What follows belongs to an exercise in optimizing a design on an open flow for small area, a short achievable clock period and few clock cycles per item; a production flow would make more cautious choices. Where RTL was checked, it was by simulation tests only, not by an equivalence proof against the original. Only the layout flow was run in run 1; the RTL was not checked for function there.

==> design.v <==
module CordicAccelerator(
  input         clock,
  input         reset,
  input         cmd_valid,
  output        cmd_ready,
  input  [6:0]  cmd_funct,
  input  [4:0]  cmd_rd,
  input  [63:0] cmd_rs1,
  input  [63:0] cmd_rs2,
  output        resp_valid,
  input         resp_ready,
  output [4:0]  resp_rd,
  output [63:0] resp_data,
  output        busy
);
  function [31:0] addc(input [31:0] a, input [31:0] b, input c);
    reg [31:0] g, p, gg, pp, gn, pn;
    integer k, l;
    begin
      g = a & b;
      p = a ^ b;
      gg = g;
      pp = p;
      gg[0] = g[0] | (p[0] & c);
      pp[0] = 1'b0;
      for (l = 0; l < 5; l = l + 1) begin
        gn = gg;
        pn = pp;
        for (k = 0; k < 32; k = k + 1)
          if (k[l]) begin
            gn[k] = gg[k] | (pp[k] & gg[((k >> l) << l) - 1]);
            pn[k] = pp[k] & pp[((k >> l) << l) - 1];
          end
        gg = gn;
        pp = pn;
      end
      addc = p ^ {gg[30:0], c};
    end
  endfunction
  wire recirc;    
  wire [31:0] res;
  wire [4:0] end_rd;
  wire take;      
  assign cmd_ready = take;
  wire accept = cmd_valid & take;
  wire [31:0] z0 = cmd_rs2[31:0];
  wire z0_fits = (z0[31:17] == {15{z0[31]}});
  wire [17:0] zc0 = z0_fits ? z0[17:0] : {z0[31], {17{~z0[31]}}};
  wire d1 = zc0[17];
  wire [17:0] zs2 = d1 ? zc0 + 18'd51472 : zc0 - 18'd51472;
  wire [16:0] z3 = (zs2[17:16] == {2{zs2[17]}}) ? zs2[16:0] : {zs2[17], {16{~zs2[17]}}};
  wire d6 = z0[31] ? ($signed(z0) < -32'sd51472) : ($signed(z0) < 32'sd51472);
  wire [31:0] x4 = cmd_rs1[31:0];
  wire [31:0] yt5 = ((cmd_rs1[31:0] ^ {32{d1}}) + {31'd0, d1}) ^ {32{~d6}};
  reg [31:0] p1_x, p1_y;
  reg [16:0] p1_z;
  reg [4:0] p1_rd;
  reg p1_fn, p1_dn, p1_v;
  always @(posedge clock) begin
    if (reset) p1_v <= 1'b0;
    else p1_v <= accept | recirc;
    p1_x <= recirc ? res : x4;
    p1_y <= recirc ? {32{~d6}} : yt5;
    p1_z <= z3;
    p1_rd <= recirc ? end_rd : cmd_rd;
    p1_fn <= ~recirc & cmd_funct[0];
    p1_dn <= recirc;
  end
  wire d7 = p1_z[16];
  wire [16:0] zs8 = d7 ? p1_z + 17'd30386 : p1_z - 17'd30386;
  wire [15:0] z9 = (zs8[16:15] == {2{zs8[16]}}) ? zs8[15:0] : {zs8[16], {15{~zs8[16]}}};
  wire [17:0] zp10 = {p1_z[16], p1_z} + (d7 ? 18'sd14331 : -18'sd46441);
  wire [17:0] zp11 = {p1_z[16], p1_z} + (d7 ? 18'sd46441 : -18'sd14331);
  wire [17:0] zs12 = zs8[16] ? zp11 : zp10;
  wire [14:0] z13 = (zs12[17:14] == {4{zs12[17]}}) ? zs12[14:0] : {zs12[17], {14{~zs12[17]}}};
  wire [31:0] ys16 = $signed(p1_y) >>> 1;
  wire [31:0] xs17 = $signed(p1_x) >>> 1;
  wire [31:0] x14 = addc(p1_x, ys16, ~d7);
  wire [31:0] xg19 = xs17 & {32{~p1_dn}};
  wire [31:0] u18 = addc(p1_y, ~xg19, 1'b1);
  wire [31:0] yt15 = u18 ^ {32{d7 ^ zs8[16]}};
  reg [31:0] p2_x, p2_y;
  reg [4:0] p2_rd;
  reg p2_fn, p2_dn, p2_v;
  reg p2_d;
  reg [14:0] p2_z;
  always @(posedge clock) begin
    if (reset) p2_v <= 1'b0;
    else p2_v <= p1_v;
    p2_x <= x14;
    p2_y <= yt15;
    p2_rd <= p1_rd;
    p2_fn <= p1_fn;
    p2_dn <= p1_dn;
    p2_d <= zs8[16];
    p2_z <= z13;
  end
  wire [14:0] zs20 = p2_z[14] ? p2_z + 15'd8150 : p2_z - 15'd8150;
  wire [13:0] z21 = (zs20[14:13] == {2{zs20[14]}}) ? zs20[13:0] : {zs20[14], {13{~zs20[14]}}};
  wire [31:0] ys24 = $signed(p2_y) >>> 2;
  wire [31:0] xs25 = $signed(p2_x) >>> 2;
  wire [31:0] x22 = addc(p2_x, ys24, ~p2_d);
  wire [31:0] xg27 = xs25 & {32{~p2_dn}};
  wire [31:0] u26 = addc(p2_y, ~xg27, 1'b1);
  wire [31:0] yt23 = u26 ^ {32{p2_d ^ p2_z[14]}};
  reg [31:0] p3_x, p3_y;
  reg [4:0] p3_rd;
  reg p3_fn, p3_dn, p3_v;
  reg p3_d;
  reg [13:0] p3_z;
  always @(posedge clock) begin
    if (reset) p3_v <= 1'b0;
    else p3_v <= p2_v;
    p3_x <= x22;
    p3_y <= yt23;
    p3_rd <= p2_rd;
    p3_fn <= p2_fn;
    p3_dn <= p2_dn;
    p3_d <= p2_z[14];
    p3_z <= z21;
  end
  wire [13:0] zs28 = p3_z[13] ? p3_z + 14'd4091 : p3_z - 14'd4091;
  wire [12:0] z29 = (zs28[13:12] == {2{zs28[13]}}) ? zs28[12:0] : {zs28[13], {12{~zs28[13]}}};
  wire [31:0] ys32 = $signed(p3_y) >>> 3;
  wire [31:0] xs33 = $signed(p3_x) >>> 3;
  wire [31:0] x30 = addc(p3_x, ys32, ~p3_d);
  wire [31:0] xg35 = xs33 & {32{~p3_dn}};
  wire [31:0] u34 = addc(p3_y, ~xg35, 1'b1);
  wire [31:0] yt31 = u34 ^ {32{p3_d ^ p3_z[13]}};
  reg [31:0] p4_x, p4_y;
  reg [4:0] p4_rd;
  reg p4_fn, p4_dn, p4_v;
  reg p4_d;
  reg [12:0] p4_z;
  always @(posedge clock) begin
    if (reset) p4_v <= 1'b0;
    else p4_v <= p3_v;
    p4_x <= x30;
    p4_y <= yt31;
    p4_rd <= p3_rd;
    p4_fn <= p3_fn;
    p4_dn <= p3_dn;
    p4_d <= p3_z[13];
    p4_z <= z29;
  end
  wire [12:0] zs36 = p4_z[12] ? p4_z + 13'd2047 : p4_z - 13'd2047;
  wire [11:0] z37 = (zs36[12:11] == {2{zs36[12]}}) ? zs36[11:0] : {zs36[12], {11{~zs36[12]}}};
  wire [31:0] ys40 = $signed(p4_y) >>> 4;
  wire [31:0] xs41 = $signed(p4_x) >>> 4;
  wire [31:0] x38 = addc(p4_x, ys40, ~p4_d);
  wire [31:0] xg43 = xs41 & {32{~p4_dn}};
  wire [31:0] u42 = addc(p4_y, ~xg43, 1'b1);
  wire [31:0] yt39 = u42 ^ {32{p4_d ^ p4_z[12]}};
  reg [31:0] p5_x, p5_y;
  reg [4:0] p5_rd;
  reg p5_fn, p5_dn, p5_v;
  reg p5_d;
  reg [11:0] p5_z;
  always @(posedge clock) begin
    if (reset) p5_v <= 1'b0;
    else p5_v <= p4_v;
    p5_x <= x38;
    p5_y <= yt39;
    p5_rd <= p4_rd;
    p5_fn <= p4_fn;
    p5_dn <= p4_dn;
    p5_d <= p4_z[12];
    p5_z <= z37;
  end
  wire [11:0] zs44 = p5_z[11] ? p5_z + 12'd1024 : p5_z - 12'd1024;
  wire [10:0] z45 = (zs44[11:10] == {2{zs44[11]}}) ? zs44[10:0] : {zs44[11], {10{~zs44[11]}}};
  wire [31:0] ys48 = $signed(p5_y) >>> 5;
  wire [31:0] xs49 = $signed(p5_x) >>> 5;
  wire [31:0] x46 = addc(p5_x, ys48, ~p5_d);
  wire [31:0] xg51 = xs49 & {32{~p5_dn}};
  wire [31:0] u50 = addc(p5_y, ~xg51, 1'b1);
  wire [31:0] yt47 = u50 ^ {32{p5_d ^ p5_z[11]}};
  reg [31:0] p6_x, p6_y;
  reg [4:0] p6_rd;
  reg p6_fn, p6_dn, p6_v;
  reg p6_d;
  reg [10:0] p6_z;
  always @(posedge clock) begin
    if (reset) p6_v <= 1'b0;
    else p6_v <= p5_v;
    p6_x <= x46;
    p6_y <= yt47;
    p6_rd <= p5_rd;
    p6_fn <= p5_fn;
    p6_dn <= p5_dn;
    p6_d <= p5_z[11];
    p6_z <= z45;
  end
  wire [10:0] zs52 = p6_z[10] ? p6_z + 11'd512 : p6_z - 11'd512;
  wire [9:0] z53 = (zs52[10:9] == {2{zs52[10]}}) ? zs52[9:0] : {zs52[10], {9{~zs52[10]}}};
  wire [31:0] ys56 = $signed(p6_y) >>> 6;
  wire [31:0] xs57 = $signed(p6_x) >>> 6;
  wire [31:0] x54 = addc(p6_x, ys56, ~p6_d);
  wire [31:0] xg59 = xs57 & {32{~p6_dn}};
  wire [31:0] u58 = addc(p6_y, ~xg59, 1'b1);
  wire [31:0] yt55 = u58 ^ {32{p6_d ^ p6_z[10]}};
  reg [31:0] p7_x, p7_y;
  reg [4:0] p7_rd;
  reg p7_fn, p7_dn, p7_v;
  reg p7_d;
  reg [9:0] p7_z;
  always @(posedge clock) begin
    if (reset) p7_v <= 1'b0;
    else p7_v <= p6_v;
    p7_x <= x54;
    p7_y <= yt55;
    p7_rd <= p6_rd;
    p7_fn <= p6_fn;
    p7_dn <= p6_dn;
    p7_d <= p6_z[10];
    p7_z <= z53;
  end
  wire [9:0] zs60 = p7_z[9] ? p7_z + 10'd256 : p7_z - 10'd256;
  wire [8:0] z61 = (zs60[9:8] == {2{zs60[9]}}) ? zs60[8:0] : {zs60[9], {8{~zs60[9]}}};
  wire [31:0] ys64 = $signed(p7_y) >>> 7;
  wire [31:0] xs65 = $signed(p7_x) >>> 7;
  wire [31:0] x62 = addc(p7_x, ys64, ~p7_d);
  wire [31:0] xg67 = xs65 & {32{~p7_dn}};
  wire [31:0] u66 = addc(p7_y, ~xg67, 1'b1);
  wire [31:0] yt63 = u66 ^ {32{p7_d ^ p7_z[9]}};
  reg [31:0] p8_x, p8_y;
  reg [4:0] p8_rd;
  reg p8_fn, p8_dn, p8_v;
  reg p8_d;
  reg [8:0] p8_z;
  always @(posedge clock) begin
    if (reset) p8_v <= 1'b0;
    else p8_v <= p7_v;
    p8_x <= x62;
    p8_y <= yt63;
    p8_rd <= p7_rd;
    p8_fn <= p7_fn;
    p8_dn <= p7_dn;
    p8_d <= p7_z[9];
    p8_z <= z61;
  end
  wire [8:0] zs68 = p8_z[8] ? p8_z + 9'd128 : p8_z - 9'd128;
  wire [7:0] z69 = (zs68[8:7] == {2{zs68[8]}}) ? zs68[7:0] : {zs68[8], {7{~zs68[8]}}};
  wire [31:0] ys72 = $signed(p8_y) >>> 8;
  wire [31:0] xs73 = $signed(p8_x) >>> 8;
  wire [31:0] x70 = addc(p8_x, ys72, ~p8_d);
  wire [31:0] xg75 = xs73 & {32{~p8_dn}};
  wire [31:0] u74 = addc(p8_y, ~xg75, 1'b1);
  wire [31:0] yt71 = u74 ^ {32{p8_d ^ p8_z[8]}};
  reg [31:0] p9_x, p9_y;
  reg [4:0] p9_rd;
  reg p9_fn, p9_dn, p9_v;
  reg p9_d;
  reg [7:0] p9_z;
  always @(posedge clock) begin
    if (reset) p9_v <= 1'b0;
    else p9_v <= p8_v;
    p9_x <= x70;
    p9_y <= yt71;
    p9_rd <= p8_rd;
    p9_fn <= p8_fn;
    p9_dn <= p8_dn;
    p9_d <= p8_z[8];
    p9_z <= z69;
  end
  wire [7:0] zs76 = p9_z[7] ? p9_z + 8'd64 : p9_z - 8'd64;
  wire [6:0] z77 = (zs76[7:6] == {2{zs76[7]}}) ? zs76[6:0] : {zs76[7], {6{~zs76[7]}}};
  wire [31:0] ys80 = $signed(p9_y) >>> 9;
  wire [31:0] xs81 = $signed(p9_x) >>> 9;
  wire [31:0] x78 = addc(p9_x, ys80, ~p9_d);
  wire [31:0] xg83 = xs81 & {32{~p9_dn}};
  wire [31:0] u82 = addc(p9_y, ~xg83, 1'b1);
  wire [31:0] yt79 = u82 ^ {32{p9_d ^ p9_z[7]}};
  reg [31:0] p10_x, p10_y;
  reg [4:0] p10_rd;
  reg p10_fn, p10_dn, p10_v;
  reg p10_d;
  reg [6:0] p10_z;
  always @(posedge clock) begin
    if (reset) p10_v <= 1'b0;
    else p10_v <= p9_v;
    p10_x <= x78;
    p10_y <= yt79;
    p10_rd <= p9_rd;
    p10_fn <= p9_fn;
    p10_dn <= p9_dn;
    p10_d <= p9_z[7];
    p10_z <= z77;
  end
  wire [6:0] zs84 = p10_z[6] ? p10_z + 7'd32 : p10_z - 7'd32;
  wire [5:0] z85 = (zs84[6:5] == {2{zs84[6]}}) ? zs84[5:0] : {zs84[6], {5{~zs84[6]}}};
  wire [31:0] ys88 = $signed(p10_y) >>> 10;
  wire [31:0] xs89 = $signed(p10_x) >>> 10;
  wire [31:0] x86 = addc(p10_x, ys88, ~p10_d);
  wire [31:0] xg91 = xs89 & {32{~p10_dn}};
  wire [31:0] u90 = addc(p10_y, ~xg91, 1'b1);
  wire [31:0] yt87 = u90 ^ {32{p10_d ^ p10_z[6]}};
  reg [31:0] p11_x, p11_y;
  reg [4:0] p11_rd;
  reg p11_fn, p11_dn, p11_v;
  reg p11_d;
  reg [5:0] p11_z;
  always @(posedge clock) begin
    if (reset) p11_v <= 1'b0;
    else p11_v <= p10_v;
    p11_x <= x86;
    p11_y <= yt87;
    p11_rd <= p10_rd;
    p11_fn <= p10_fn;
    p11_dn <= p10_dn;
    p11_d <= p10_z[6];
    p11_z <= z85;
  end
  wire [5:0] zs92 = p11_z[5] ? p11_z + 6'd16 : p11_z - 6'd16;
  wire [4:0] z93 = (zs92[5:4] == {2{zs92[5]}}) ? zs92[4:0] : {zs92[5], {4{~zs92[5]}}};
  wire [31:0] ys96 = $signed(p11_y) >>> 11;
  wire [31:0] xs97 = $signed(p11_x) >>> 11;
  wire [31:0] x94 = addc(p11_x, ys96, ~p11_d);
  wire [31:0] xg99 = xs97 & {32{~p11_dn}};
  wire [31:0] u98 = addc(p11_y, ~xg99, 1'b1);
  wire [31:0] yt95 = u98 ^ {32{p11_d ^ p11_z[5]}};
  reg [31:0] p12_x, p12_y;
  reg [4:0] p12_rd;
  reg p12_fn, p12_dn, p12_v;
  reg p12_d;
  reg [4:0] p12_z;
  always @(posedge clock) begin
    if (reset) p12_v <= 1'b0;
    else p12_v <= p11_v;
    p12_x <= x94;
    p12_y <= yt95;
    p12_rd <= p11_rd;
    p12_fn <= p11_fn;
    p12_dn <= p11_dn;
    p12_d <= p11_z[5];
    p12_z <= z93;
  end
  wire [4:0] zs100 = p12_z[4] ? p12_z + 5'd8 : p12_z - 5'd8;
  wire [3:0] z101 = (zs100[4:3] == {2{zs100[4]}}) ? zs100[3:0] : {zs100[4], {3{~zs100[4]}}};
  wire [31:0] ys104 = $signed(p12_y) >>> 12;
  wire [31:0] xs105 = $signed(p12_x) >>> 12;
  wire [31:0] x102 = addc(p12_x, ys104, ~p12_d);
  wire [31:0] xg107 = xs105 & {32{~p12_dn}};
  wire [31:0] u106 = addc(p12_y, ~xg107, 1'b1);
  wire [31:0] yt103 = u106 ^ {32{p12_d ^ p12_z[4]}};
  reg [31:0] p13_x, p13_y;
  reg [4:0] p13_rd;
  reg p13_fn, p13_dn, p13_v;
  reg p13_d;
  reg [3:0] p13_z;
  always @(posedge clock) begin
    if (reset) p13_v <= 1'b0;
    else p13_v <= p12_v;
    p13_x <= x102;
    p13_y <= yt103;
    p13_rd <= p12_rd;
    p13_fn <= p12_fn;
    p13_dn <= p12_dn;
    p13_d <= p12_z[4];
    p13_z <= z101;
  end
  wire [3:0] zs108 = p13_z[3] ? p13_z + 4'd4 : p13_z - 4'd4;
  wire [2:0] z109 = (zs108[3:2] == {2{zs108[3]}}) ? zs108[2:0] : {zs108[3], {2{~zs108[3]}}};
  wire [31:0] ys112 = $signed(p13_y) >>> 13;
  wire [31:0] xs113 = $signed(p13_x) >>> 13;
  wire [31:0] x110 = addc(p13_x, ys112, ~p13_d);
  wire [31:0] xg115 = xs113 & {32{~p13_dn}};
  wire [31:0] u114 = addc(p13_y, ~xg115, 1'b1);
  wire [31:0] yt111 = u114 ^ {32{p13_d ^ p13_z[3]}};
  reg [31:0] p14_x, p14_y;
  reg [4:0] p14_rd;
  reg p14_fn, p14_dn, p14_v;
  reg p14_d;
  reg [2:0] p14_z;
  always @(posedge clock) begin
    if (reset) p14_v <= 1'b0;
    else p14_v <= p13_v;
    p14_x <= x110;
    p14_y <= yt111;
    p14_rd <= p13_rd;
    p14_fn <= p13_fn;
    p14_dn <= p13_dn;
    p14_d <= p13_z[3];
    p14_z <= z109;
  end
  wire [2:0] zs116 = p14_z[2] ? p14_z + 3'd2 : p14_z - 3'd2;
  wire [1:0] z117 = (zs116[2:1] == {2{zs116[2]}}) ? zs116[1:0] : {zs116[2], {1{~zs116[2]}}};
  wire [31:0] ys120 = $signed(p14_y) >>> 14;
  wire [31:0] xs121 = $signed(p14_x) >>> 14;
  wire [31:0] x118 = addc(p14_x, ys120, ~p14_d);
  wire [31:0] xg123 = xs121 & {32{~p14_dn}};
  wire [31:0] u122 = addc(p14_y, ~xg123, 1'b1);
  wire [31:0] yt119 = u122 ^ {32{p14_d ^ p14_z[2]}};
  reg [31:0] p15_x, p15_y;
  reg [4:0] p15_rd;
  reg p15_fn, p15_dn, p15_v;
  reg p15_d;
  reg [1:0] p15_z;
  always @(posedge clock) begin
    if (reset) p15_v <= 1'b0;
    else p15_v <= p14_v;
    p15_x <= x118;
    p15_y <= yt119;
    p15_rd <= p14_rd;
    p15_fn <= p14_fn;
    p15_dn <= p14_dn;
    p15_d <= p14_z[2];
    p15_z <= z117;
  end
  wire [1:0] zs124 = p15_z[1] ? p15_z + 2'd1 : p15_z - 2'd1;
  wire z125 = zs124[1];
  wire [31:0] ys128 = $signed(p15_y) >>> 15;
  wire [31:0] xs129 = $signed(p15_x) >>> 15;
  wire [31:0] x126 = addc(p15_x, ys128, ~p15_d);
  wire [31:0] xg131 = xs129 & {32{~p15_dn}};
  wire [31:0] u130 = addc(p15_y, ~xg131, 1'b1);
  wire [31:0] yt127 = u130 ^ {32{p15_d ^ p15_z[1]}};
  reg [31:0] p16_x, p16_y;
  reg [4:0] p16_rd;
  reg p16_fn, p16_dn, p16_v;
  reg p16_d;
  reg p16_z;
  always @(posedge clock) begin
    if (reset) p16_v <= 1'b0;
    else p16_v <= p15_v;
    p16_x <= x126;
    p16_y <= yt127;
    p16_rd <= p15_rd;
    p16_fn <= p15_fn;
    p16_dn <= p15_dn;
    p16_d <= p15_z[1];
    p16_z <= z125;
  end
  wire [31:0] ys134 = $signed(p16_y) >>> 16;
  wire [31:0] xs135 = $signed(p16_x) >>> 16;
  wire [31:0] x132 = addc(p16_x, ys134, ~p16_d);
  wire [31:0] xg137 = xs135 & {32{~p16_dn}};
  wire [31:0] u136 = addc(p16_y, ~xg137, 1'b1);
  wire [31:0] yt133 = u136 ^ {32{p16_d ^ p16_z}};
  reg [31:0] p17_x, p17_y;
  reg [4:0] p17_rd;
  reg p17_fn, p17_dn, p17_v;
  reg p17_d;
  always @(posedge clock) begin
    if (reset) p17_v <= 1'b0;
    else p17_v <= p16_v;
    p17_x <= x132;
    p17_y <= yt133;
    p17_rd <= p16_rd;
    p17_fn <= p16_fn;
    p17_dn <= p16_dn;
    p17_d <= p16_z;
  end
  wire [31:0] ys140 = $signed(p17_y) >>> 17;
  wire [31:0] xs141 = $signed(p17_x) >>> 17;
  wire [31:0] x138 = addc(p17_x, ys140, ~p17_d);
  wire [31:0] xg143 = xs141 & {32{~p17_dn}};
  wire [31:0] u142 = addc(p17_y, ~xg143, 1'b1);
  wire [31:0] yt139 = u142 ^ {32{p17_d ^ p17_d}};
  reg [31:0] p18_x, p18_y;
  reg [4:0] p18_rd;
  reg p18_fn, p18_dn, p18_v;
  reg p18_d;
  always @(posedge clock) begin
    if (reset) p18_v <= 1'b0;
    else p18_v <= p17_v;
    p18_x <= x138;
    p18_y <= yt139;
    p18_rd <= p17_rd;
    p18_fn <= p17_fn;
    p18_dn <= p17_dn;
    p18_d <= p17_d;
  end
  wire [31:0] ys146 = $signed(p18_y) >>> 18;
  wire [31:0] xs147 = $signed(p18_x) >>> 18;
  wire [31:0] x144 = addc(p18_x, ys146, ~p18_d);
  wire [31:0] xg149 = xs147 & {32{~p18_dn}};
  wire [31:0] u148 = addc(p18_y, ~xg149, 1'b1);
  wire [31:0] yt145 = u148 ^ {32{p18_d ^ p18_d}};
  reg [31:0] p19_x, p19_y;
  reg [4:0] p19_rd;
  reg p19_fn, p19_dn, p19_v;
  reg p19_d;
  always @(posedge clock) begin
    if (reset) p19_v <= 1'b0;
    else p19_v <= p18_v;
    p19_x <= x144;
    p19_y <= yt145;
    p19_rd <= p18_rd;
    p19_fn <= p18_fn;
    p19_dn <= p18_dn;
    p19_d <= p18_d;
  end
  wire [31:0] ys152 = $signed(p19_y) >>> 19;
  wire [31:0] xs153 = $signed(p19_x) >>> 19;
  wire [31:0] x150 = addc(p19_x, ys152, ~p19_d);
  wire [31:0] xg155 = xs153 & {32{~p19_dn}};
  wire [31:0] u154 = addc(p19_y, ~xg155, 1'b1);
  wire [31:0] yt151 = u154 ^ {32{p19_d ^ p19_d}};
  reg [31:0] p20_x, p20_y;
  reg [4:0] p20_rd;
  reg p20_fn, p20_dn, p20_v;
  reg p20_d;
  always @(posedge clock) begin
    if (reset) p20_v <= 1'b0;
    else p20_v <= p19_v;
    p20_x <= x150;
    p20_y <= yt151;
    p20_rd <= p19_rd;
    p20_fn <= p19_fn;
    p20_dn <= p19_dn;
    p20_d <= p19_d;
  end
  wire [31:0] ys158 = $signed(p20_y) >>> 20;
  wire [31:0] xs159 = $signed(p20_x) >>> 20;
  wire [31:0] x156 = addc(p20_x, ys158, ~p20_d);
  wire [31:0] xg161 = xs159 & {32{~p20_dn}};
  wire [31:0] u160 = addc(p20_y, ~xg161, 1'b1);
  wire [31:0] yt157 = u160 ^ {32{p20_d ^ p20_d}};
  reg [31:0] p21_x, p21_y;
  reg [4:0] p21_rd;
  reg p21_fn, p21_dn, p21_v;
  reg p21_d;
  always @(posedge clock) begin
    if (reset) p21_v <= 1'b0;
    else p21_v <= p20_v;
    p21_x <= x156;
    p21_y <= yt157;
    p21_rd <= p20_rd;
    p21_fn <= p20_fn;
    p21_dn <= p20_dn;
    p21_d <= p20_d;
  end
  wire [31:0] ys164 = $signed(p21_y) >>> 21;
  wire [31:0] xs165 = $signed(p21_x) >>> 21;
  wire [31:0] x162 = addc(p21_x, ys164, ~p21_d);
  wire [31:0] xg167 = xs165 & {32{~p21_dn}};
  wire [31:0] u166 = addc(p21_y, ~xg167, 1'b1);
  wire [31:0] yt163 = u166 ^ {32{p21_d ^ p21_d}};
  reg [31:0] p22_x, p22_y;
  reg [4:0] p22_rd;
  reg p22_fn, p22_dn, p22_v;
  reg p22_d;
  always @(posedge clock) begin
    if (reset) p22_v <= 1'b0;
    else p22_v <= p21_v;
    p22_x <= x162;
    p22_y <= yt163;
    p22_rd <= p21_rd;
    p22_fn <= p21_fn;
    p22_dn <= p21_dn;
    p22_d <= p21_d;
  end
  wire [31:0] ys170 = $signed(p22_y) >>> 22;
  wire [31:0] xs171 = $signed(p22_x) >>> 22;
  wire [31:0] x168 = addc(p22_x, ys170, ~p22_d);
  wire [31:0] xg173 = xs171 & {32{~p22_dn}};
  wire [31:0] u172 = addc(p22_y, ~xg173, 1'b1);
  wire [31:0] yt169 = u172 ^ {32{p22_d ^ p22_d}};
  reg [31:0] p23_x, p23_y;
  reg [4:0] p23_rd;
  reg p23_fn, p23_dn, p23_v;
  reg p23_d;
  always @(posedge clock) begin
    if (reset) p23_v <= 1'b0;
    else p23_v <= p22_v;
    p23_x <= x168;
    p23_y <= yt169;
    p23_rd <= p22_rd;
    p23_fn <= p22_fn;
    p23_dn <= p22_dn;
    p23_d <= p22_d;
  end
  wire [31:0] ys176 = $signed(p23_y) >>> 23;
  wire [31:0] xs177 = $signed(p23_x) >>> 23;
  wire [31:0] x174 = addc(p23_x, ys176, ~p23_d);
  wire [31:0] xg179 = xs177 & {32{~p23_dn}};
  wire [31:0] u178 = addc(p23_y, ~xg179, 1'b1);
  wire [31:0] yt175 = u178 ^ {32{p23_d ^ p23_d}};
  reg [31:0] p24_x, p24_y;
  reg [4:0] p24_rd;
  reg p24_fn, p24_dn, p24_v;
  reg p24_d;
  always @(posedge clock) begin
    if (reset) p24_v <= 1'b0;
    else p24_v <= p23_v;
    p24_x <= x174;
    p24_y <= yt175;
    p24_rd <= p23_rd;
    p24_fn <= p23_fn;
    p24_dn <= p23_dn;
    p24_d <= p23_d;
  end
  wire [31:0] ys182 = $signed(p24_y) >>> 24;
  wire [31:0] xs183 = $signed(p24_x) >>> 24;
  wire [31:0] x180 = addc(p24_x, ys182, ~p24_d);
  wire [31:0] xg185 = xs183 & {32{~p24_dn}};
  wire [31:0] u184 = addc(p24_y, ~xg185, 1'b1);
  wire [31:0] yt181 = u184 ^ {32{p24_d ^ p24_d}};
  reg [31:0] p25_x, p25_y;
  reg [4:0] p25_rd;
  reg p25_fn, p25_dn, p25_v;
  reg p25_d;
  always @(posedge clock) begin
    if (reset) p25_v <= 1'b0;
    else p25_v <= p24_v;
    p25_x <= x180;
    p25_y <= yt181;
    p25_rd <= p24_rd;
    p25_fn <= p24_fn;
    p25_dn <= p24_dn;
    p25_d <= p24_d;
  end
  wire [31:0] ys188 = $signed(p25_y) >>> 25;
  wire [31:0] xs189 = $signed(p25_x) >>> 25;
  wire [31:0] x186 = addc(p25_x, ys188, ~p25_d);
  wire [31:0] xg191 = xs189 & {32{~p25_dn}};
  wire [31:0] u190 = addc(p25_y, ~xg191, 1'b1);
  wire [31:0] yt187 = u190 ^ {32{p25_d ^ p25_d}};
  reg [31:0] p26_x, p26_y;
  reg [4:0] p26_rd;
  reg p26_fn, p26_dn, p26_v;
  reg p26_d;
  always @(posedge clock) begin
    if (reset) p26_v <= 1'b0;
    else p26_v <= p25_v;
    p26_x <= x186;
    p26_y <= yt187;
    p26_rd <= p25_rd;
    p26_fn <= p25_fn;
    p26_dn <= p25_dn;
    p26_d <= p25_d;
  end
  wire [31:0] ys194 = $signed(p26_y) >>> 26;
  wire [31:0] xs195 = $signed(p26_x) >>> 26;
  wire [31:0] x192 = addc(p26_x, ys194, ~p26_d);
  wire [31:0] xg197 = xs195 & {32{~p26_dn}};
  wire [31:0] u196 = addc(p26_y, ~xg197, 1'b1);
  wire [31:0] yt193 = u196 ^ {32{p26_d ^ p26_d}};
  reg [31:0] p27_x, p27_y;
  reg [4:0] p27_rd;
  reg p27_fn, p27_dn, p27_v;
  reg p27_d;
  always @(posedge clock) begin
    if (reset) p27_v <= 1'b0;
    else p27_v <= p26_v;
    p27_x <= x192;
    p27_y <= yt193;
    p27_rd <= p26_rd;
    p27_fn <= p26_fn;
    p27_dn <= p26_dn;
    p27_d <= p26_d;
  end
  wire [31:0] ys200 = $signed(p27_y) >>> 27;
  wire [31:0] xs201 = $signed(p27_x) >>> 27;
  wire [31:0] x198 = addc(p27_x, ys200, ~p27_d);
  wire [31:0] xg203 = xs201 & {32{~p27_dn}};
  wire [31:0] u202 = addc(p27_y, ~xg203, 1'b1);
  wire [31:0] yt199 = u202 ^ {32{p27_d ^ p27_d}};
  reg [31:0] p28_x, p28_y;
  reg [4:0] p28_rd;
  reg p28_fn, p28_dn, p28_v;
  reg p28_d;
  always @(posedge clock) begin
    if (reset) p28_v <= 1'b0;
    else p28_v <= p27_v;
    p28_x <= x198;
    p28_y <= yt199;
    p28_rd <= p27_rd;
    p28_fn <= p27_fn;
    p28_dn <= p27_dn;
    p28_d <= p27_d;
  end
  wire [31:0] ys206 = $signed(p28_y) >>> 28;
  wire [31:0] xs207 = $signed(p28_x) >>> 28;
  wire [31:0] x204 = addc(p28_x, ys206, ~p28_d);
  wire [31:0] xg209 = xs207 & {32{~p28_dn}};
  wire [31:0] u208 = addc(p28_y, ~xg209, 1'b1);
  wire [31:0] yt205 = u208 ^ {32{p28_d ^ p28_d}};
  reg [31:0] p29_x, p29_y;
  reg [4:0] p29_rd;
  reg p29_fn, p29_dn, p29_v;
  reg p29_d;
  always @(posedge clock) begin
    if (reset) p29_v <= 1'b0;
    else p29_v <= p28_v;
    p29_x <= x204;
    p29_y <= yt205;
    p29_rd <= p28_rd;
    p29_fn <= p28_fn;
    p29_dn <= p28_dn;
    p29_d <= p28_d;
  end
  wire [31:0] ys212 = $signed(p29_y) >>> 29;
  wire [31:0] xs213 = $signed(p29_x) >>> 29;
  wire [31:0] x210 = addc(p29_x, ys212, ~p29_d);
  wire [31:0] xg215 = xs213 & {32{~p29_dn}};
  wire [31:0] u214 = addc(p29_y, ~xg215, 1'b1);
  wire [31:0] yt211 = u214 ^ {32{p29_d ^ p29_d}};
  reg [31:0] p30_x, p30_y;
  reg [4:0] p30_rd;
  reg p30_fn, p30_dn, p30_v;
  reg p30_d;
  always @(posedge clock) begin
    if (reset) p30_v <= 1'b0;
    else p30_v <= p29_v;
    p30_x <= x210;
    p30_y <= yt211;
    p30_rd <= p29_rd;
    p30_fn <= p29_fn;
    p30_dn <= p29_dn;
    p30_d <= p29_d;
  end
  wire [31:0] ys218 = $signed(p30_y) >>> 30;
  wire [31:0] xs219 = $signed(p30_x) >>> 30;
  wire [31:0] x216 = addc(p30_x, ys218, ~p30_d);
  wire [31:0] xg221 = xs219 & {32{~p30_dn}};
  wire [31:0] u220 = addc(p30_y, ~xg221, 1'b1);
  wire [31:0] yt217 = u220 ^ {32{p30_d ^ p30_d}};
  reg [31:0] p31_x, p31_y;
  reg [4:0] p31_rd;
  reg p31_fn, p31_dn, p31_v;
  reg p31_d;
  always @(posedge clock) begin
    if (reset) p31_v <= 1'b0;
    else p31_v <= p30_v;
    p31_x <= x216;
    p31_y <= yt217;
    p31_rd <= p30_rd;
    p31_fn <= p30_fn;
    p31_dn <= p30_dn;
    p31_d <= p30_d;
  end
  wire [31:0] y31 = p31_y ^ {32{~p31_d}};
  wire [31:0] em = p31_fn ? y31 : p31_x;
  wire eon = p31_fn ? p31_x[31] : y31[31];
  wire etn = ~(p31_fn ^ p31_d);   
  wire [31:0] emp = em + 32'd1;
  wire [31:0] emm = em - 32'd1;
  assign res = eon ? (etn ? emp : emm) : em;
  assign end_rd = p31_rd;
  wire end_v = p31_v;
  reg [31:0] h_data, k_data;
  reg [4:0] h_rd, k_rd;
  reg hv, kv, busy_r;
  reg blocked;
  reg [4:0] wait_n;
  wire wait_0 = (wait_n == 5'd0);
  wire push = end_v & ~(hv & kv) & (~blocked | wait_0);
  assign recirc = end_v & ~push;
  assign take = ~recirc & ~blocked;
  wire pop = hv & resp_ready;
  wire h_load = ~hv | pop;
  wire hv_n = h_load ? (kv | push) : 1'b1;
  wire kv_n = h_load ? (kv & push) : (kv | push);
  wire inflight_n = hv_n | kv_n |
      (accept | recirc) |
      p1_v |
      p2_v |
      p3_v |
      p4_v |
      p5_v |
      p6_v |
      p7_v |
      p8_v |
      p9_v |
      p10_v |
      p11_v |
      p12_v |
      p13_v |
      p14_v |
      p15_v |
      p16_v |
      p17_v |
      p18_v |
      p19_v |
      p20_v |
      p21_v |
      p22_v |
      p23_v |
      p24_v |
      p25_v |
      p26_v |
      p27_v |
      p28_v |
      p29_v |
      p30_v;
  always @(posedge clock) begin
    if (reset) begin
      hv <= 1'b0;
      kv <= 1'b0;
      busy_r <= 1'b0;
      blocked <= 1'b0;
    end else begin
      hv <= hv_n;
      kv <= kv_n;
      busy_r <= inflight_n;
      if (recirc & (~blocked | wait_0))
        blocked <= 1'b1;
      else if (push & blocked)
        blocked <= 1'b0;
    end
    if (recirc & (~blocked | wait_0))
      wait_n <= 5'd30;
    else
      wait_n <= wait_n - 5'd1;
    if (h_load) begin
      h_data <= kv ? k_data : res;
      h_rd <= kv ? k_rd : end_rd;
    end
    if (h_load ? kv : ~kv) begin
      k_data <= res;
      k_rd <= end_rd;
    end
  end
  assign resp_valid = hv;
  assign resp_rd = h_rd;
  assign resp_data = {32'h0, h_data};
  assign busy = busy_r;
endmodule
==> run.sh <==
#!/bin/bash
# synth_recipe.tcl (not shown) runs the flow's synth.tcl, then flattens the netlist and writes it again
# the make line also repeats each setting of config.mk as NAME=value (left out here)
make -C /OpenROAD-flow-scripts/flow DESIGN_CONFIG=/design/flow/config.mk WORK_HOME=/design/flow/orfs CLKGATE_MAP_FILE= SYNTH_SCRIPT=/design/flow/synth_recipe.tcl finish
==> config.mk <==
export PLATFORM = sky130hd
export DESIGN_NAME = CordicAccelerator
export DESIGN_NICKNAME = CordicAccelerator
export VERILOG_FILES = /design/flow/design.v
export SDC_FILE = /design/flow/constraint.sdc
export NUM_CORES = 8
export LEC_CHECK = 0
export CAP_MARGIN = 20
export CORE_MARGIN = 2
export CORE_UTILIZATION = 60
export CTS_BUF_LIST = sky130_fd_sc_hd__clkbuf_4 sky130_fd_sc_hd__clkbuf_8
export SETUP_SLACK_MARGIN = 2.5
export SLEW_MARGIN = 20
==> constraint.sdc <==
create_clock -name core_clock -period 6.0 [get_ports {clock}]
set_input_delay 1.2000 -clock core_clock [delete_from_list [all_inputs] [get_ports {clock}]]
set_output_delay 1.2000 -clock core_clock [all_outputs]
set_load 0.01 [all_outputs]
==> results.tsv, run 1 <==
stage	metric	value	unit
critical_path	crit_path_max_incr_delay	0.44	ns
grt	grt_max_degree	69	
critical_path	crit_path_end_kind	flop	
place	gp_congestion	0.910	
detailed_routing	drc	0	
die	die_area	0.237	mm2
die	io-pin-count	216	
layout	regArea	0.0506	mm2
clock_network	cts.path.max_buffers	4	
grt	first_global_vias	103830	
layout	multi_input_area	0.0902	mm2
clock_network	clkTransAtPathRegs	0.07	ns
clock_network	clk_latency	1.10	ns
layout	fillCellCount	17759	
logic_synthesis	ys_ff_latch	2481	
logic_synthesis	synthDistinctLibCells	99	
layout	final_core_util	69.7	%
clock_network	cts_inserted_buffers	422	
timing	slew_viol_final	0	
logic_synthesis	ys_warn_count	1	
logic_synthesis	synth_ff_type	dfxtp_1	
detailed_routing	antenna_left	0	
clock_network	cts_sinks	2481	
detailed_routing	drtIter0Drc	4855	
layout	area_growth_syn_to_layout	15.9	%
die	row_count	177	
detailed_routing	vias	101294	
grt	grt_pass1_wl	523000	um
logic_synthesis	synth_cells	13902	
timing	rsz0062_at_grt	yes	
critical_path	worstPathRequired	6.86	ns
logic_synthesis	avgSynthCellArea	10.0	um2
layout	layout.cells.non_filler	18068	
timing	final-setup-viol-count	0	
timing	final.min_clock_period	4.07	ns
timing	fin_skew	0.0963	ns
clock_network	cts_root_buffer	clkbuf_8	
critical_path	crit_buf_inv	4	
critical_path	crit_cells	16	
critical_path	crit_type	reg -> reg	
place	hpwlAfterDp	251000	um
grt	antenna_found_initial	9	
critical_path	arrival	4.92	ns
min_path	worstHoldPathCells	0	
layout	drive_gt1_share	13.4	%
layout	layout.nets	17054	
die	die_height	486	um
place	portBuffers	113	
critical_path	critical_path.cell_chain	buf_12 > buf_16 > mux2i_4 > inv_1 > ha_2 > a211o_1 > or3_1 > o21a_1 > a41o_1 > a21o_1 > o31a_1 > buf_4 > o21ai_4 > a21oi_2 > o31a_4 > mux2i_1	
critical_path	cp_top_family	compound AO/OA/AOI/OAI gates	
run	max_cap_viol_count	0	
logic_synthesis	synthArstFlopShare	0	%
timing	fin_tns_setup	0	ns
detailed_routing	via_per_inst	5.61	
critical_path	reg2reg_depth	16	
timing	max_freq	246	MHz
detailed_routing	wl_per_cell	18.3	um
timing	hold_viol	0	
logic_synthesis	syn_area	0.140	mm2
die	start_util	60.2	%
die	core	0.232	mm2
critical_path	cp_slowest_cell	dfxtp_4	
clock_network	tritoncts	done	
timing	tightest_slew	1.16	ns
critical_path	cp_max_fo	5	
clock_network	htreeDepth	5	
timing	fin_crit_sh	67.8	%
detailed_routing	firstDrtPassIters	6	
critical_path	critical_path.startpoint_type	flop	
logic_synthesis	synth_edf_count	74	
grt	grt.overflow.total	0	
die	die_w	486	um
logic_synthesis	yosysSeqAreaShare	36.1	%
grt	track_usage	27.0	%
min_path	hold_class	reg -> reg	
place	place_inst	16971	
status	outcome	no timing/DRC/antenna violations	
clock_network	postCtsHoldBufs	0	
timing	slew_headroom	22.1	%
detailed_routing	wl	330000	um
what timing repair did:
item | 4_1_cts | 5_1_grt
pin swaps | 214 | 290
buffers inserted | 163 | 164
endpoints found under the setup margin | 584 | 462
hold endpoints to repair | 0 | 0
cloned | 14 | 5
resized for setup | 559 | 471
layout make-up:
type	instances	area share (%)
Antenna cell	6	0.00928
Clock buffer	631	4.96
Clock inverter	114	0.802
Inverter	768	1.81
Multi-Input combinational cell	10498	55.7
Sequential cell	2481	31.3
Tap cell	3043	2.35
Timing Repair Buffer	525	3.07
Timing Repair inverter	2	0.00928
worst register-to-register path: stages (launching register included):
cell and delay (ns):
dfxtp_4 0.44, buf_12 0.15, buf_16 0.12, mux2i_4 0.22
inv_1 0.07, ha_2 0.19, a211o_1 0.31, or3_1 0.31
o21a_1 0.22, a41o_1 0.27, a21o_1 0.23, o31a_1 0.37
buf_4 0.17, o21ai_4 0.13, a21oi_2 0.08, o31a_4 0.40
mux2i_1 0.15
per-stage QoR:
stage                     setup slack (ns)  instance area (um2)  hold slack (ns)
final                                 1.93               162000            0.308
after global routing                  1.77               162000            0.315
after CTS                             2.04               158000            0.293
after detailed placement             0.662               145000            0.312
after global placement               0.665               145000            0.310
after floorplan                       1.39               140000            0.310
kinds of logic after synthesis:
kind of cell	Yosys count	synth area share [%]
and+or+nand+nor	3121	11.5
AOI/OAI and AO/OA	2906	14.0
DFF	2481	36.1
adders and majority gates	2224	21.7
xor gates and xnor gates	2125	13.3
buffers and inverters	959	2.68
muxes	85	0.671
other	1	0.00269
synth_stat cells (22+ instances only):
library cell / number / area, um2
nor3_1: 309 / 1550
and3_1: 121 / 757
xnor2_1: 1454 / 12700
a21o_1: 786 / 5900
or2_2: 22 / 138
a21boi_0: 32 / 240
or3_1: 38 / 238
a211o_1: 31 / 272
a221oi_1: 35 / 307
nor2_1: 717 / 2690
o21bai_1: 119 / 893
inv_1: 765 / 2870
nor2b_1: 201 / 1260
mux2_2: 69 / 777
nand2_1: 520 / 1950
o21a_1: 238 / 1790
edfxtp_1: 74 / 2220
nand4_1: 120 / 751
o31ai_1: 51 / 383
o221ai_1: 22 / 193
o21ai_0: 301 / 1510
ha_1: 1876 / 23500
and4_1: 49 / 429
a31o_2: 46 / 403
nand2b_1: 562 / 3520
clkbuf_1: 127 / 477
o22ai_1: 24 / 150
xor2_1: 670 / 5870
a31oi_1: 69 / 432
dfxtp_1: 2407 / 48200
buf_4: 33 / 248
a211oi_1: 45 / 338
o21ai_1: 43 / 215
nor4_1: 29 / 181
a2111oi_0: 32 / 280
or4_1: 35 / 263
a41oi_1: 23 / 201
o211ai_1: 35 / 263
nand3_1: 243 / 1220
a21oi_1: 783 / 3920
and2_1: 103 / 644
fa_1: 336 / 6730
cells in the final DEF, fill, tap and decap left out, types with 32 or more instances in the layout:
| cell | n |
|---|---|
| a21oi_2 | 87 |
| and4_1 | 49 |
| o21ai_1 | 48 |
| nand3_1 | 235 |
| o21a_1 | 237 |
| o21bai_1 | 108 |
| nor2b_1 | 194 |
| o211ai_1 | 35 |
| fa_2 | 38 |
| dfxtp_1 | 2336 |
| o21ai_0 | 258 |
| a31oi_1 | 49 |
| nand2_1 | 490 |
| dfxtp_2 | 39 |
| ha_1 | 1834 |
| xnor2_1 | 1440 |
| conb_1 | 32 |
| dfxtp_4 | 32 |
| buf_6 | 51 |
| edfxtp_1 | 74 |
| buf_4 | 323 |
| and2_1 | 101 |
| clkinv_2 | 67 |
| mux2_2 | 44 |
| a21oi_1 | 667 |
| nand2b_1 | 549 |
| nor3_1 | 301 |
| nor2_1 | 697 |
| fa_1 | 298 |
| or3_1 | 36 |
| xor2_1 | 651 |
| and3_1 | 119 |
| inv_1 | 747 |
| clkbuf_8 | 525 |
| clkbuf_4 | 107 |
| clkdlybuf4s50_1 | 96 |
| nand4_1 | 120 |
| a31o_2 | 37 |
| a21o_1 | 780 |
worst paths after layout:
kind                                start    endpoint  slack [ns]
worst max-delay path               p31_fn  h_data[24]        1.93
worst min-delay path            p11_rd[4]   p12_rd[4]        0.31
worst max register to register     p31_fn  h_data[24]        1.93
worst min register to register  p11_rd[4]   p12_rd[4]        0.31
routing by layer:
| layer | track usage (%) | up-vias | share of wire [%] |
|---|---|---|---|
| li1 | - | 50264 | - |
| met1 | 35.1 | 48485 | 45 |
| met2 | 46.5 | 1910 | 48 |
| met3 | 3.65 | 629 | 4.4 |
| met4 | 8.02 | 6 | 2.9 |
| met5 | 0 | - | 0.011 |
==> run 2, diff against run 1 <==
--- a/design.v
+++ b/design.v
@@ -25,2 +25,4 @@
       pp[0] = 1'b0;
+      gg[1] = g[1] | (p[1] & ~(~a[0] | ~b[0])) | (p[1] & p[0] & c);
+      pp[1] = 1'b0;
       for (l = 0; l < 5; l = l + 1) begin
@@ -28,3 +30,3 @@
         pn = pp;
-        for (k = 0; k < 32; k = k + 1)
+        for (k = 2; k < 32; k = k + 1)
           if (k[l]) begin
@@ -39,2 +41,28 @@
   endfunction
+  function [31:0] suby(input [31:0] a, input [31:0] b, input m);
+    reg [31:0] g, p, gg, pp, gn, pn;
+    integer k, l;
+    begin
+      g = a & (~b | {32{m}});
+      p = ~(a ^ (b & ~{32{m}}));
+      gg = g;
+      pp = p;
+      gg[0] = g[0] | p[0];
+      pp[0] = 1'b0;
+      gg[1] = g[1] | (p[1] & a[0] & (~b[0] | m)) | (p[1] & p[0]);
+      pp[1] = 1'b0;
+      for (l = 0; l < 5; l = l + 1) begin
+        gn = gg;
+        pn = pp;
+        for (k = 2; k < 32; k = k + 1)
+          if (k[l]) begin
+            gn[k] = gg[k] | (pp[k] & gg[((k >> l) << l) - 1]);
+            pn[k] = pp[k] & pp[((k >> l) << l) - 1];
+          end
+        gg = gn;
+        pp = pn;
+      end
+      suby = p ^ {gg[30:0], 1'b1};
+    end
+  endfunction
   wire recirc;    
@@ -54,4 +82,10 @@
   wire [31:0] yt5 = ((cmd_rs1[31:0] ^ {32{d1}}) + {31'd0, d1}) ^ {32{~d6}};
+  wire c2_7 = $signed(z0) < 32'sd81858;
+  wire c2_8 = $signed(z0) < 32'sd21086;
+  wire c2_9 = $signed(z0) < -32'sd21086;
+  wire c2_10 = $signed(z0) < -32'sd81858;
+  wire d11 = z0[31] ? (d6 ? c2_10 : c2_9) : (d6 ? c2_8 : c2_7);
   reg [31:0] p1_x, p1_y;
-  reg [16:0] p1_z;
+  reg [17:0] p1_z;
+  reg p1_d1, p1_d2;
   reg [4:0] p1_rd;
@@ -63,3 +97,3 @@
     p1_y <= recirc ? {32{~d6}} : yt5;
-    p1_z <= z3;
+    p1_z <= zc0;
     p1_rd <= recirc ? end_rd : cmd_rd;
@@ -67,16 +101,13 @@
     p1_dn <= recirc;
+    p1_d1 <= d6;
+    p1_d2 <= d11;
   end
-  wire d7 = p1_z[16];
-  wire [16:0] zs8 = d7 ? p1_z + 17'd30386 : p1_z - 17'd30386;
-  wire [15:0] z9 = (zs8[16:15] == {2{zs8[16]}}) ? zs8[15:0] : {zs8[16], {15{~zs8[16]}}};
-  wire [17:0] zp10 = {p1_z[16], p1_z} + (d7 ? 18'sd14331 : -18'sd46441);
-  wire [17:0] zp11 = {p1_z[16], p1_z} + (d7 ? 18'sd46441 : -18'sd14331);
-  wire [17:0] zs12 = zs8[16] ? zp11 : zp10;
-  wire [14:0] z13 = (zs12[17:14] == {4{zs12[17]}}) ? zs12[14:0] : {zs12[17], {14{~zs12[17]}}};
+  wire [18:0] zk12 = p1_z[17] ? (p1_d1 ? (p1_d2 ? 19'sd97913 : 19'sd65803) : (p1_d2 ? 19'sd37141 : 19'sd5031)) : (p1_d1 ? (p1_d2 ? -19'sd5031 : -19'sd37141) : (p1_d2 ? -19'sd65803 : -19'sd97913));
+  wire [18:0] zs13 = {p1_z[17], p1_z} + zk12;
   wire [31:0] ys16 = $signed(p1_y) >>> 1;
   wire [31:0] xs17 = $signed(p1_x) >>> 1;
-  wire [31:0] x14 = addc(p1_x, ys16, ~d7);
+  wire [31:0] x14 = addc(p1_x, ys16, ~p1_d1);
   wire [31:0] xg19 = xs17 & {32{~p1_dn}};
-  wire [31:0] u18 = addc(p1_y, ~xg19, 1'b1);
-  wire [31:0] yt15 = u18 ^ {32{d7 ^ zs8[16]}};
+  wire [31:0] u18 = suby(p1_y, xs17, p1_dn);
+  wire [31:0] yt15 = u18 ^ {32{p1_d1 ^ p1_d2}};
   reg [31:0] p2_x, p2_y;
@@ -85,3 +116,3 @@
   reg p2_d;
-  reg [14:0] p2_z;
+  reg [18:0] p2_z;
   always @(posedge clock) begin
@@ -94,7 +125,7 @@
     p2_dn <= p1_dn;
-    p2_d <= zs8[16];
-    p2_z <= z13;
+    p2_d <= p1_d2;
+    p2_z <= zs13;
   end
-  wire [14:0] zs20 = p2_z[14] ? p2_z + 15'd8150 : p2_z - 15'd8150;
-  wire [13:0] z21 = (zs20[14:13] == {2{zs20[14]}}) ? zs20[13:0] : {zs20[14], {13{~zs20[14]}}};
+  wire [18:0] zs20 = p2_z[18] ? p2_z + 19'd8150 : p2_z - 19'd8150;
+  wire [13:0] z21 = (zs20[18:13] == {6{zs20[18]}}) ? zs20[13:0] : {zs20[18], {13{~zs20[18]}}};
   wire [31:0] ys24 = $signed(p2_y) >>> 2;
@@ -103,4 +134,4 @@
   wire [31:0] xg27 = xs25 & {32{~p2_dn}};
-  wire [31:0] u26 = addc(p2_y, ~xg27, 1'b1);
-  wire [31:0] yt23 = u26 ^ {32{p2_d ^ p2_z[14]}};
+  wire [31:0] u26 = suby(p2_y, xs25, p2_dn);
+  wire [31:0] yt23 = u26 ^ {32{p2_d ^ p2_z[18]}};
   reg [31:0] p3_x, p3_y;
@@ -118,3 +149,3 @@
     p3_dn <= p2_dn;
-    p3_d <= p2_z[14];
+    p3_d <= p2_z[18];
     p3_z <= z21;
@@ -127,3 +158,3 @@
   wire [31:0] xg35 = xs33 & {32{~p3_dn}};
-  wire [31:0] u34 = addc(p3_y, ~xg35, 1'b1);
+  wire [31:0] u34 = suby(p3_y, xs33, p3_dn);
   wire [31:0] yt31 = u34 ^ {32{p3_d ^ p3_z[13]}};
@@ -151,3 +182,3 @@
   wire [31:0] xg43 = xs41 & {32{~p4_dn}};
-  wire [31:0] u42 = addc(p4_y, ~xg43, 1'b1);
+  wire [31:0] u42 = suby(p4_y, xs41, p4_dn);
   wire [31:0] yt39 = u42 ^ {32{p4_d ^ p4_z[12]}};
@@ -175,3 +206,3 @@
   wire [31:0] xg51 = xs49 & {32{~p5_dn}};
-  wire [31:0] u50 = addc(p5_y, ~xg51, 1'b1);
+  wire [31:0] u50 = suby(p5_y, xs49, p5_dn);
   wire [31:0] yt47 = u50 ^ {32{p5_d ^ p5_z[11]}};
@@ -199,3 +230,3 @@
   wire [31:0] xg59 = xs57 & {32{~p6_dn}};
-  wire [31:0] u58 = addc(p6_y, ~xg59, 1'b1);
+  wire [31:0] u58 = suby(p6_y, xs57, p6_dn);
   wire [31:0] yt55 = u58 ^ {32{p6_d ^ p6_z[10]}};
@@ -223,3 +254,3 @@
   wire [31:0] xg67 = xs65 & {32{~p7_dn}};
-  wire [31:0] u66 = addc(p7_y, ~xg67, 1'b1);
+  wire [31:0] u66 = suby(p7_y, xs65, p7_dn);
   wire [31:0] yt63 = u66 ^ {32{p7_d ^ p7_z[9]}};
@@ -247,3 +278,3 @@
   wire [31:0] xg75 = xs73 & {32{~p8_dn}};
-  wire [31:0] u74 = addc(p8_y, ~xg75, 1'b1);
+  wire [31:0] u74 = suby(p8_y, xs73, p8_dn);
   wire [31:0] yt71 = u74 ^ {32{p8_d ^ p8_z[8]}};
@@ -271,3 +302,3 @@
   wire [31:0] xg83 = xs81 & {32{~p9_dn}};
-  wire [31:0] u82 = addc(p9_y, ~xg83, 1'b1);
+  wire [31:0] u82 = suby(p9_y, xs81, p9_dn);
   wire [31:0] yt79 = u82 ^ {32{p9_d ^ p9_z[7]}};
@@ -295,3 +326,3 @@
   wire [31:0] xg91 = xs89 & {32{~p10_dn}};
-  wire [31:0] u90 = addc(p10_y, ~xg91, 1'b1);
+  wire [31:0] u90 = suby(p10_y, xs89, p10_dn);
   wire [31:0] yt87 = u90 ^ {32{p10_d ^ p10_z[6]}};
@@ -319,3 +350,3 @@
   wire [31:0] xg99 = xs97 & {32{~p11_dn}};
-  wire [31:0] u98 = addc(p11_y, ~xg99, 1'b1);
+  wire [31:0] u98 = suby(p11_y, xs97, p11_dn);
   wire [31:0] yt95 = u98 ^ {32{p11_d ^ p11_z[5]}};
@@ -343,3 +374,3 @@
   wire [31:0] xg107 = xs105 & {32{~p12_dn}};
-  wire [31:0] u106 = addc(p12_y, ~xg107, 1'b1);
+  wire [31:0] u106 = suby(p12_y, xs105, p12_dn);
   wire [31:0] yt103 = u106 ^ {32{p12_d ^ p12_z[4]}};
@@ -367,3 +398,3 @@
   wire [31:0] xg115 = xs113 & {32{~p13_dn}};
-  wire [31:0] u114 = addc(p13_y, ~xg115, 1'b1);
+  wire [31:0] u114 = suby(p13_y, xs113, p13_dn);
   wire [31:0] yt111 = u114 ^ {32{p13_d ^ p13_z[3]}};
@@ -391,3 +422,3 @@
   wire [31:0] xg123 = xs121 & {32{~p14_dn}};
-  wire [31:0] u122 = addc(p14_y, ~xg123, 1'b1);
+  wire [31:0] u122 = suby(p14_y, xs121, p14_dn);
   wire [31:0] yt119 = u122 ^ {32{p14_d ^ p14_z[2]}};
@@ -415,3 +446,3 @@
   wire [31:0] xg131 = xs129 & {32{~p15_dn}};
-  wire [31:0] u130 = addc(p15_y, ~xg131, 1'b1);
+  wire [31:0] u130 = suby(p15_y, xs129, p15_dn);
   wire [31:0] yt127 = u130 ^ {32{p15_d ^ p15_z[1]}};
@@ -437,3 +468,3 @@
   wire [31:0] xg137 = xs135 & {32{~p16_dn}};
-  wire [31:0] u136 = addc(p16_y, ~xg137, 1'b1);
+  wire [31:0] u136 = suby(p16_y, xs135, p16_dn);
   wire [31:0] yt133 = u136 ^ {32{p16_d ^ p16_z}};
@@ -457,3 +488,3 @@
   wire [31:0] xg143 = xs141 & {32{~p17_dn}};
-  wire [31:0] u142 = addc(p17_y, ~xg143, 1'b1);
+  wire [31:0] u142 = suby(p17_y, xs141, p17_dn);
   wire [31:0] yt139 = u142 ^ {32{p17_d ^ p17_d}};
@@ -477,3 +508,3 @@
   wire [31:0] xg149 = xs147 & {32{~p18_dn}};
-  wire [31:0] u148 = addc(p18_y, ~xg149, 1'b1);
+  wire [31:0] u148 = suby(p18_y, xs147, p18_dn);
   wire [31:0] yt145 = u148 ^ {32{p18_d ^ p18_d}};
@@ -497,3 +528,3 @@
   wire [31:0] xg155 = xs153 & {32{~p19_dn}};
-  wire [31:0] u154 = addc(p19_y, ~xg155, 1'b1);
+  wire [31:0] u154 = suby(p19_y, xs153, p19_dn);
   wire [31:0] yt151 = u154 ^ {32{p19_d ^ p19_d}};
@@ -517,3 +548,3 @@
   wire [31:0] xg161 = xs159 & {32{~p20_dn}};
-  wire [31:0] u160 = addc(p20_y, ~xg161, 1'b1);
+  wire [31:0] u160 = suby(p20_y, xs159, p20_dn);
   wire [31:0] yt157 = u160 ^ {32{p20_d ^ p20_d}};
@@ -537,3 +568,3 @@
   wire [31:0] xg167 = xs165 & {32{~p21_dn}};
-  wire [31:0] u166 = addc(p21_y, ~xg167, 1'b1);
+  wire [31:0] u166 = suby(p21_y, xs165, p21_dn);
   wire [31:0] yt163 = u166 ^ {32{p21_d ^ p21_d}};
@@ -557,3 +588,3 @@
   wire [31:0] xg173 = xs171 & {32{~p22_dn}};
-  wire [31:0] u172 = addc(p22_y, ~xg173, 1'b1);
+  wire [31:0] u172 = suby(p22_y, xs171, p22_dn);
   wire [31:0] yt169 = u172 ^ {32{p22_d ^ p22_d}};
@@ -577,3 +608,3 @@
   wire [31:0] xg179 = xs177 & {32{~p23_dn}};
-  wire [31:0] u178 = addc(p23_y, ~xg179, 1'b1);
+  wire [31:0] u178 = suby(p23_y, xs177, p23_dn);
   wire [31:0] yt175 = u178 ^ {32{p23_d ^ p23_d}};
@@ -597,3 +628,3 @@
   wire [31:0] xg185 = xs183 & {32{~p24_dn}};
-  wire [31:0] u184 = addc(p24_y, ~xg185, 1'b1);
+  wire [31:0] u184 = suby(p24_y, xs183, p24_dn);
   wire [31:0] yt181 = u184 ^ {32{p24_d ^ p24_d}};
@@ -617,3 +648,3 @@
   wire [31:0] xg191 = xs189 & {32{~p25_dn}};
-  wire [31:0] u190 = addc(p25_y, ~xg191, 1'b1);
+  wire [31:0] u190 = suby(p25_y, xs189, p25_dn);
   wire [31:0] yt187 = u190 ^ {32{p25_d ^ p25_d}};
@@ -637,3 +668,3 @@
   wire [31:0] xg197 = xs195 & {32{~p26_dn}};
-  wire [31:0] u196 = addc(p26_y, ~xg197, 1'b1);
+  wire [31:0] u196 = suby(p26_y, xs195, p26_dn);
   wire [31:0] yt193 = u196 ^ {32{p26_d ^ p26_d}};
@@ -657,3 +688,3 @@
   wire [31:0] xg203 = xs201 & {32{~p27_dn}};
-  wire [31:0] u202 = addc(p27_y, ~xg203, 1'b1);
+  wire [31:0] u202 = suby(p27_y, xs201, p27_dn);
   wire [31:0] yt199 = u202 ^ {32{p27_d ^ p27_d}};
@@ -677,3 +708,3 @@
   wire [31:0] xg209 = xs207 & {32{~p28_dn}};
-  wire [31:0] u208 = addc(p28_y, ~xg209, 1'b1);
+  wire [31:0] u208 = suby(p28_y, xs207, p28_dn);
   wire [31:0] yt205 = u208 ^ {32{p28_d ^ p28_d}};
@@ -697,3 +728,3 @@
   wire [31:0] xg215 = xs213 & {32{~p29_dn}};
-  wire [31:0] u214 = addc(p29_y, ~xg215, 1'b1);
+  wire [31:0] u214 = suby(p29_y, xs213, p29_dn);
   wire [31:0] yt211 = u214 ^ {32{p29_d ^ p29_d}};
@@ -717,3 +748,3 @@
   wire [31:0] xg221 = xs219 & {32{~p30_dn}};
-  wire [31:0] u220 = addc(p30_y, ~xg221, 1'b1);
+  wire [31:0] u220 = suby(p30_y, xs219, p30_dn);
   wire [31:0] yt217 = u220 ^ {32{p30_d ^ p30_d}};
@@ -734,13 +765,13 @@
   wire [31:0] y31 = p31_y ^ {32{~p31_d}};
-  wire [31:0] em = p31_fn ? y31 : p31_x;
-  wire eon = p31_fn ? p31_x[31] : y31[31];
-  wire etn = ~(p31_fn ^ p31_d);   
-  wire [31:0] emp = em + 32'd1;
-  wire [31:0] emm = em - 32'd1;
-  assign res = eon ? (etn ? emp : emm) : em;
+  wire [31:0] exi = p31_x + 32'd1;
+  wire [31:0] exn = ~p31_x + 32'd1;
+  wire [31:0] exd = ~exn;   
+  wire [31:0] eys = (p31_y + 32'd1) ^ {32{~p31_d}};
+  wire [31:0] exs = p31_d ? exd : exi;
+  assign res = p31_fn ? (p31_x[31] ? eys : y31) : (y31[31] ? exs : p31_x);
   assign end_rd = p31_rd;
   wire end_v = p31_v;
-  reg [31:0] h_data, k_data;
-  reg [4:0] h_rd, k_rd;
-  reg hv, kv, busy_r;
+  reg [31:0] h_data;
+  reg [4:0] h_rd;
+  reg hv, busy_r;
   reg blocked;
@@ -748,10 +779,8 @@
   wire wait_0 = (wait_n == 5'd0);
-  wire push = end_v & ~(hv & kv) & (~blocked | wait_0);
+  wire h_free = ~hv | resp_ready;
+  wire push = end_v & h_free & (~blocked | wait_0);
   assign recirc = end_v & ~push;
-  assign take = ~recirc & ~blocked;
-  wire pop = hv & resp_ready;
-  wire h_load = ~hv | pop;
-  wire hv_n = h_load ? (kv | push) : 1'b1;
-  wire kv_n = h_load ? (kv & push) : (kv | push);
-  wire inflight_n = hv_n | kv_n |
+  assign take = ~blocked & (~end_v | h_free);   
+  wire hv_n = push | (hv & ~resp_ready);
+  wire inflight_n = hv_n |
       (accept | recirc) |
@@ -790,3 +819,2 @@
       hv <= 1'b0;
-      kv <= 1'b0;
       busy_r <= 1'b0;
@@ -795,3 +823,2 @@
       hv <= hv_n;
-      kv <= kv_n;
       busy_r <= inflight_n;
@@ -806,9 +833,5 @@
       wait_n <= wait_n - 5'd1;
-    if (h_load) begin
-      h_data <= kv ? k_data : res;
-      h_rd <= kv ? k_rd : end_rd;
-    end
-    if (h_load ? kv : ~kv) begin
-      k_data <= res;
-      k_rd <= end_rd;
+    if (push) begin
+      h_data <= res;
+      h_rd <= end_rd;
     end
--- a/config.mk
+++ b/config.mk
@@ -10,4 +10,7 @@
 export CORE_UTILIZATION = 60
-export CTS_BUF_LIST = sky130_fd_sc_hd__clkbuf_4 sky130_fd_sc_hd__clkbuf_8
-export SETUP_SLACK_MARGIN = 2.5
+export CTS_BUF_LIST = sky130_fd_sc_hd__clkbuf_8 sky130_fd_sc_hd__clkbuf_16
+export CTS_CLUSTER_DIAMETER = 80
+export CTS_CLUSTER_SIZE = 30
+export GPL_ROUTABILITY_DRIVEN = 0
+export SETUP_SLACK_MARGIN = 2.6
 export SLEW_MARGIN = 20
==> results.tsv, run 2 <==
stage	metric	value	unit
critical_path	cp_max_fo	8	
detailed_routing	vias	97791	
logic_synthesis	yosysSeqAreaShare	35.8	%
layout	layout.cells.non_filler	17317	
critical_path	cp_slowest_cell	or4b_4	
die	row_count	176	
run	max_cap_viol_count	0	
layout	multi_input_area	0.0892	mm2
clock_network	htreeDepth	4	
timing	hold_slack	0.329	ns
logic_synthesis	synth_edf_count	37	
timing	fin_tns_setup	0	ns
detailed_routing	drc	0	
timing	tightest_slew	1.11	ns
clock_network	cts_sinks	2450	
timing	fin_skew	0.0426	ns
clock_network	cts_inserted_buffers	139	
grt	grt.overflow.total	0	
layout	drive_gt1_share	7.83	%
grt	antenna_found_initial	10	
grt	track_usage	26.7	%
layout	regArea	0.0496	mm2
critical_path	crit_path_max_incr_delay	0.55	ns
grt	grt_max_degree	56	
logic_synthesis	ys_warn_count	1	
clock_network	cts_root_buffer	clkbuf_16	
layout	final_cell_mix	2,330 x dfxtp_1, 1,897 x ha_1, 1,529 x xnor2_1	
critical_path	reg2reg_slack	2.57	ns
layout	final_core_util	66.5	%
timing	slew_viol_final	0	
die	io-pin-count	216	
logic_synthesis	syn_area	0.138	mm2
logic_synthesis	synth_ff_type	dfxtp_1	
critical_path	worstPathRequired	6.70	ns
layout	area_growth_syn_to_layout	10.4	%
die	die_height	484	um
timing	rsz0062_at_grt	yes	
timing	layout_setup_ws	2.57	ns
critical_path	critical_path.cell_chain	buf_12 > nand2b_1 > ha_1 > and4_1 > and2_1 > o21bai_2 > a21oi_2 > or4b_4 > a31o_1 > a31o_1 > a21o_1 > a21oi_2 > o21bai_1 > xnor2_1	
logic_synthesis	avgSynthCellArea	9.98	um2
clock_network	tritoncts	done	
timing	fin_crit_sh	57.1	%
logic_synthesis	ys_ff_latch	2450	
clock_network	cts.path.max_buffers	3	
logic_synthesis	synth_cells	13839	
critical_path	critical_path.startpoint_type	flop	
critical_path	arrival	4.12	ns
detailed_routing	wl_per_cell	18.7	um
clock_network	clkTransAtPathRegs	0.10	ns
timing	slew_headroom	25.4	%
critical_path	crit_type	reg -> reg	
logic_synthesis	synth_top_area_share	35.0	%
logic_synthesis	synthArstFlopShare	0	%
min_path	hold_class	reg -> reg	
logic_synthesis	synth_top_area_cell	dfxtp_1	
clock_network	clk_latency	0.84	ns
die	die_w	484	um
place	portBuffers	113	
place	place_ws	1.49	ns
die	start_util	60.2	%
detailed_routing	wl	323000	um
detailed_routing	via_per_inst	5.65	
timing	max_freq	292	MHz
detailed_routing	drtIter0Drc	5042	
layout	fillCellCount	18211	
die	core	0.229	mm2
layout	final_common_cell	dfxtp_1	
critical_path	crit_path_end_kind	flop	
grt	first_global_vias	97686	
layout	layout.nets	16521	
timing	hold_viol	0	
place	hpwlAfterDp	253000	um
clock_network	postCtsHoldBufs	0	
die	die_area	0.234	mm2
logic_synthesis	synth_area_leaders	dfxtp_1 35%, ha_1 17%, xnor2_1 9.7%	
detailed_routing	antenna_left	0	
place	place_inst	16871	
logic_synthesis	synthDistinctLibCells	120	
timing	final-setup-viol-count	0	
logic_synthesis	synthTopCellsByCount	2,413 x dfxtp_1, 1,930 x ha_1, 1,531 x xnor2_1	
status	outcome	no timing/DRC/antenna violations	
detailed_routing	firstDrtPassIters	6	
logic_synthesis	synthMostInstantiatedCell	dfxtp_1	
grt	grt_pass1_wl	513000	um
timing	final.min_clock_period	3.43	ns
-- run 2: area by class of cell --
type | count | area share, %
Antenna cell | 6 | 0.00984
Clock inverter | 105 | 0.897
Inverter | 516 | 1.27
Timing Repair Buffer | 331 | 1.98
Multi-Input combinational cell | 10735 | 58.5
Sequential cell | 2450 | 32.5
Clock buffer | 148 | 2.38
Tap cell | 3026 | 2.48
-- run 2: timing repair --
| item | in CTS | in global routing |
|---|---|---|
| endpoints found under the setup margin | 458 | 299 |
| pin swaps | 34 | 142 |
| buffers inserted | 34 | 140 |
| gates resized for setup | 252 | 363 |
| gates cloned | 7 | 6 |
-- run 2: path summary, 6_finish.rpt --
check,from,endpoint,cells after the start
hold reg to reg,p5_z[2],p6_z[2],0
setup reg to reg,p5_dn,p6_y[31],14
hold / removal,p5_z[2],p6_z[2],0
setup / recovery,p5_dn,p6_y[31],14
-- run 2: worst max-delay path, delay by kind of cell, from the launching register on --
family                   cells  cell delay [ns]
AND/OR/NAND/NOR              4             1.08
AO/OA/AOI/OAI                7             1.23
adder cells (fa/ha/maj)      1             0.33
XOR/XNOR                     1             0.12
flip-flops                   1             0.40
buffers and inverters        1             0.14
-- run 2: layer usage --
layer / wire length, um / GRT usage [%] / vias to the layer above / share of wire, %
met1: 157000 / 37.9 / 46669 / 49
li1: - / - / 49097 / -
met4: 7880 / 6.17 / 0 / 2.4
met2: 146000 / 43.9 / 1610 / 45
met3: 12100 / 2.69 / 415 / 3.7
met5: 0 / 0 / - / 0
-- run 2: logic make-up (layout without fill, tap and decap cells) --
family / Yosys count / count (layout) / share of synthesized area, %
AO/OA/AOI/OAI: 2922 / 2923 / 14.2
XOR/XNOR: 2199 / 2199 / 13.9
adder cells (fa/ha/maj): 2204 / 2204 / 21.4
buffers and inverters: 696 / 1100 / 1.99
flip-flops: 2450 / 2450 / 35.8
multiplexers: 40 / 40 / 0.311
other: 1 / 38 / 0.00271
AND/OR/NAND/NOR: 3327 / 3337 / 12.3
-- run 2: per-stage QoR --
stage	cell area [um2]
floorplan	138000
global placement	143000
detailed placement	143000
CTS	150000
global route	153000
finish	153000
Testbench counts of run 2, summed over its fixed seeds: cycles 1,856, items 1,600.

re-timing with driven ports:
How much do the figures lean on ideal ports? The routed layouts below were timed once more, with nothing changed but the port constraints.
Step 1, drivers: a clkbuf_16 drives clock and a buf_2 each remaining input, both assumed.
Step 2, shift: input delay + t, output delay - t, t = (earliest + latest rising clock arrival at the registers) / 2. This alone moves slack from input paths to output paths.
a / b / c = ideal / step 1 / step 2; a / b = the first two.
| run | t (ns) | setup WS [ns] |
|---|---|---|
| run 1 | 1.137 | 1.934 / 1.934 / 1.243 |
| run 2 | 0.907 | 2.575 / 2.575 / 1.825 |
After both steps setup and hold are still met in every run listed.
